Context: an optimization exercise on an open-source flow, tuned for small area. The choices shown serve that exercise and are no tape-out recipe.
In this exercise RTL edits were held to simulation tests only and were not proved equivalent to the original.
Power figures rest on the tool's default switching activity, not on a simulated workload. The flow treats the clock pin as an ideal source, which a real chip does not have.

// RISC
module RISC(
	input clk,
	input rst,
	output [31:0] imem_addr,
	input  [31:0] imem_rdata,
	output        dmem_we,
	output [31:0] dmem_addr,
	output [31:0] dmem_wdata,
	input  [31:0] dmem_rdata
	);
Size in the first run: ~1200 flip-flops, ~160 I/O pins, ~0.050 mm2 of cells after synthesis.
clock: 7.5 ns
lec_check: 0
cap_margin: 20
core_margin: 2
core_utilization: 45
place_density: 0.6
slew_margin: 20
synth_hierarchical: 1
standard.sh (not shown) runs the stock make flow with config.mk's settings and CLKGATE_MAP_FILE= SYNTH_SCRIPT=/design/flow/synth_recipe.tcl, a recipe that flattens the netlist after the stock synthesis.
==> flow/flow/run.sh <==
#!/bin/bash
set -o pipefail
cp standard.sh standard_sh.txt
export BUFFER_PORTS_ARGS="-buffer_cell sky130_fd_sc_hd__buf_1"
export CTS_ARGS="-sink_clustering_enable -repair_clock_nets -dont_use_dummy_load -buf_list {sky130_fd_sc_hd__clkbuf_8 sky130_fd_sc_hd__clkbuf_16} -sink_clustering_size 30 -sink_clustering_max_diameter 120"
bash standard.sh finish > standard.log 2>&1
The first run finished with timing, DRC and antenna clean.
Rerun with:
==> flow/run.sh (new file) <==
#!/bin/bash
# synth_recipe.tcl (not shown) runs the flow's synth.tcl, then flattens the netlist and writes it again
# the make line also repeats each setting of config.mk as NAME=value (left out here)
make -C /OpenROAD-flow-scripts/flow DESIGN_CONFIG=/design/flow/config.mk WORK_HOME=/design/flow/orfs CLKGATE_MAP_FILE= SYNTH_SCRIPT=/design/flow/synth_recipe.tcl finish
CTS_BUF_LIST = sky130_fd_sc_hd__clkbuf_4 sky130_fd_sc_hd__clkbuf_8   (was unset)
removed: flow/flow/run.sh
removed: flow/standard.sh
The changed run produced a clean layout. Clock-buffer cell count goes up by 208. Register-to-register slack hardly moves. Power goes up by a quarter to a third. Sequential power is about the same. Critical path depth decreases by 7. Clock skew went down by 0.068 ns. Combinational power rose by a little under a tenth. Die area stays the same. Final area climbs by a few percent.

========
Setup of main:
Starting RTL as in the previous note.
==> flow/design.v (excerpt) <==
module RISC(
	input clk,
	input rst,
	output [31:0] imem_addr,
	input  [31:0] imem_rdata,
	output        dmem_we,
	output [31:0] dmem_addr,
	output [31:0] dmem_wdata,
	input  [31:0] dmem_rdata
	);
	localparam [6:0] OP_ADD = 7'b0000010, OP_SUB = 7'b0000101, OP_SLT = 7'b1100101,
	                 OP_AND = 7'b0010000, OP_OR  = 7'b0001010, OP_XOR = 7'b0001100,
	                 OP_ST  = 7'b0000001, OP_LD  = 7'b0100001, OP_ADI = 7'b0100010,
	                 OP_SBI = 7'b0100101, OP_NOT = 7'b0101110, OP_ANI = 7'b0101000,
	                 OP_ORI = 7'b0101010, OP_XRI = 7'b0101100, OP_AIU = 7'b1100010,
	                 OP_SIU = 7'b1000101, OP_MOV = 7'b1000000, OP_LSL = 7'b0110000,
	                 OP_LSR = 7'b0110001, OP_JMR = 7'b1100001, OP_BZ  = 7'b0100000,
	                 OP_BNZ = 7'b1100000, OP_JMP = 7'b0000111;
	reg  [31:0] PC_IF;
	wire [31:0] PC_inc = PC_IF + 32'd1;
	wire [6:0]  op_IF = imem_rdata[31:25];
	wire        br_IF = (op_IF == OP_BZ) | (op_IF == OP_BNZ) | (op_IF == OP_JMP);
	assign imem_addr = PC_IF;
	wire [8:0] lo_c;
	wire [7:0] lo;
	assign lo_c[0] = 1'b0;
	genvar gi;
	generate for (gi = 0; gi < 8; gi = gi + 1) begin : tlo
		assign lo[gi] = PC_inc[gi] ^ imem_rdata[gi] ^ lo_c[gi];
		assign lo_c[gi+1] = (PC_inc[gi] & imem_rdata[gi]) | (lo_c[gi] & (PC_inc[gi] ^ imem_rdata[gi]));
	end endgenerate
	wire [39:0] X_IF;
	assign X_IF[39:20] = PC_inc[31:12];
  ...
clock: 7.5 ns
lec_check: 0
cap_margin: 20
core_margin: 2
core_utilization: 45
place_density: 0.6
slew_margin: 20
synth_hierarchical: 1
==> flow/flow/run.sh <==
#!/bin/bash
set -o pipefail
cp standard.sh standard_sh.txt
export BUFFER_PORTS_ARGS="-buffer_cell sky130_fd_sc_hd__buf_1"
export CTS_ARGS="-sink_clustering_enable -repair_clock_nets -dont_use_dummy_load -buf_list {sky130_fd_sc_hd__clkbuf_8 sky130_fd_sc_hd__clkbuf_16} -sink_clustering_size 20 -sink_clustering_max_diameter 100"
bash standard.sh finish > standard.log 2>&1
main completed; timing, DRC and antenna clean
For the feature branch, these inputs were changed with respect to main:
Settings: a change of CORE_UTILIZATION from 45 to 55; a change of PLACE_DENSITY from 0.6 to 0.7; a change of CAP_MARGIN from 20 to 0; a change of SLEW_MARGIN from 20 to 0.
Results
- Delta (the feature branch minus main): DRC marker count from the first detailed-route iteration now sits higher, global-route usage went up.
- Comparing main against the feature branch, there is no change at all in count of endpoints failing hold in the final timing report.
- The feature branch has wire length below what main had.
- ~same sequential power in main and the feature branch
- Lower part of the cycle the worst path needs goes to main over the feature branch.
- Wire length of the first global-routing pass in the feature branch is about 4% below main.
- In the flow results for main and the feature branch, the proportion of power drawn by combinational gates is larger on the feature branch.
- Per the comparison of the feature branch with main, fmax went down; total non-filler cell area in the finished layout went down.

port drivers added, routing unchanged:
How much do the figures lean on ideal ports? The routed layouts below were timed once more, with nothing changed but the port constraints.
Step 1: set_driving_cell puts a clkbuf_16 on clk and a buf_2 on each other input, an assumption about the parent block.
Step 2 adds t to the input delays and takes it off the output delays; t is the mean of the earliest and latest rising clock arrival at the registers after step 1. Input paths then give back, and output paths get back, about the clock's delay inside the block.
Three values: ideal ports, drivers, drivers and shift; two values: the first two.
run	t, ns	setup slack, ns	hold WS [ns]	clock arrival spread, ns	pins driven straight from the clock port
the first run of note 1	0.732	0.440 / 0.440 / 0.440	0.274 / 0.274 / 0.274	0.135 / 0.136	1
the second run of note 1	0.970	0.441 / 0.441 / 0.441	0.314 / 0.314 / 0.314	0.069 / 0.068	1
main	0.707	0.397 / 0.397 / 0.397	0.295 / 0.295 / 0.295	0.107 / 0.107	1
the feature branch	0.702	0.227 / 0.227 / 0.227	0.323 / 0.323 / 0.323	0.096 / 0.096	1
After both steps every run listed still meets setup and hold.
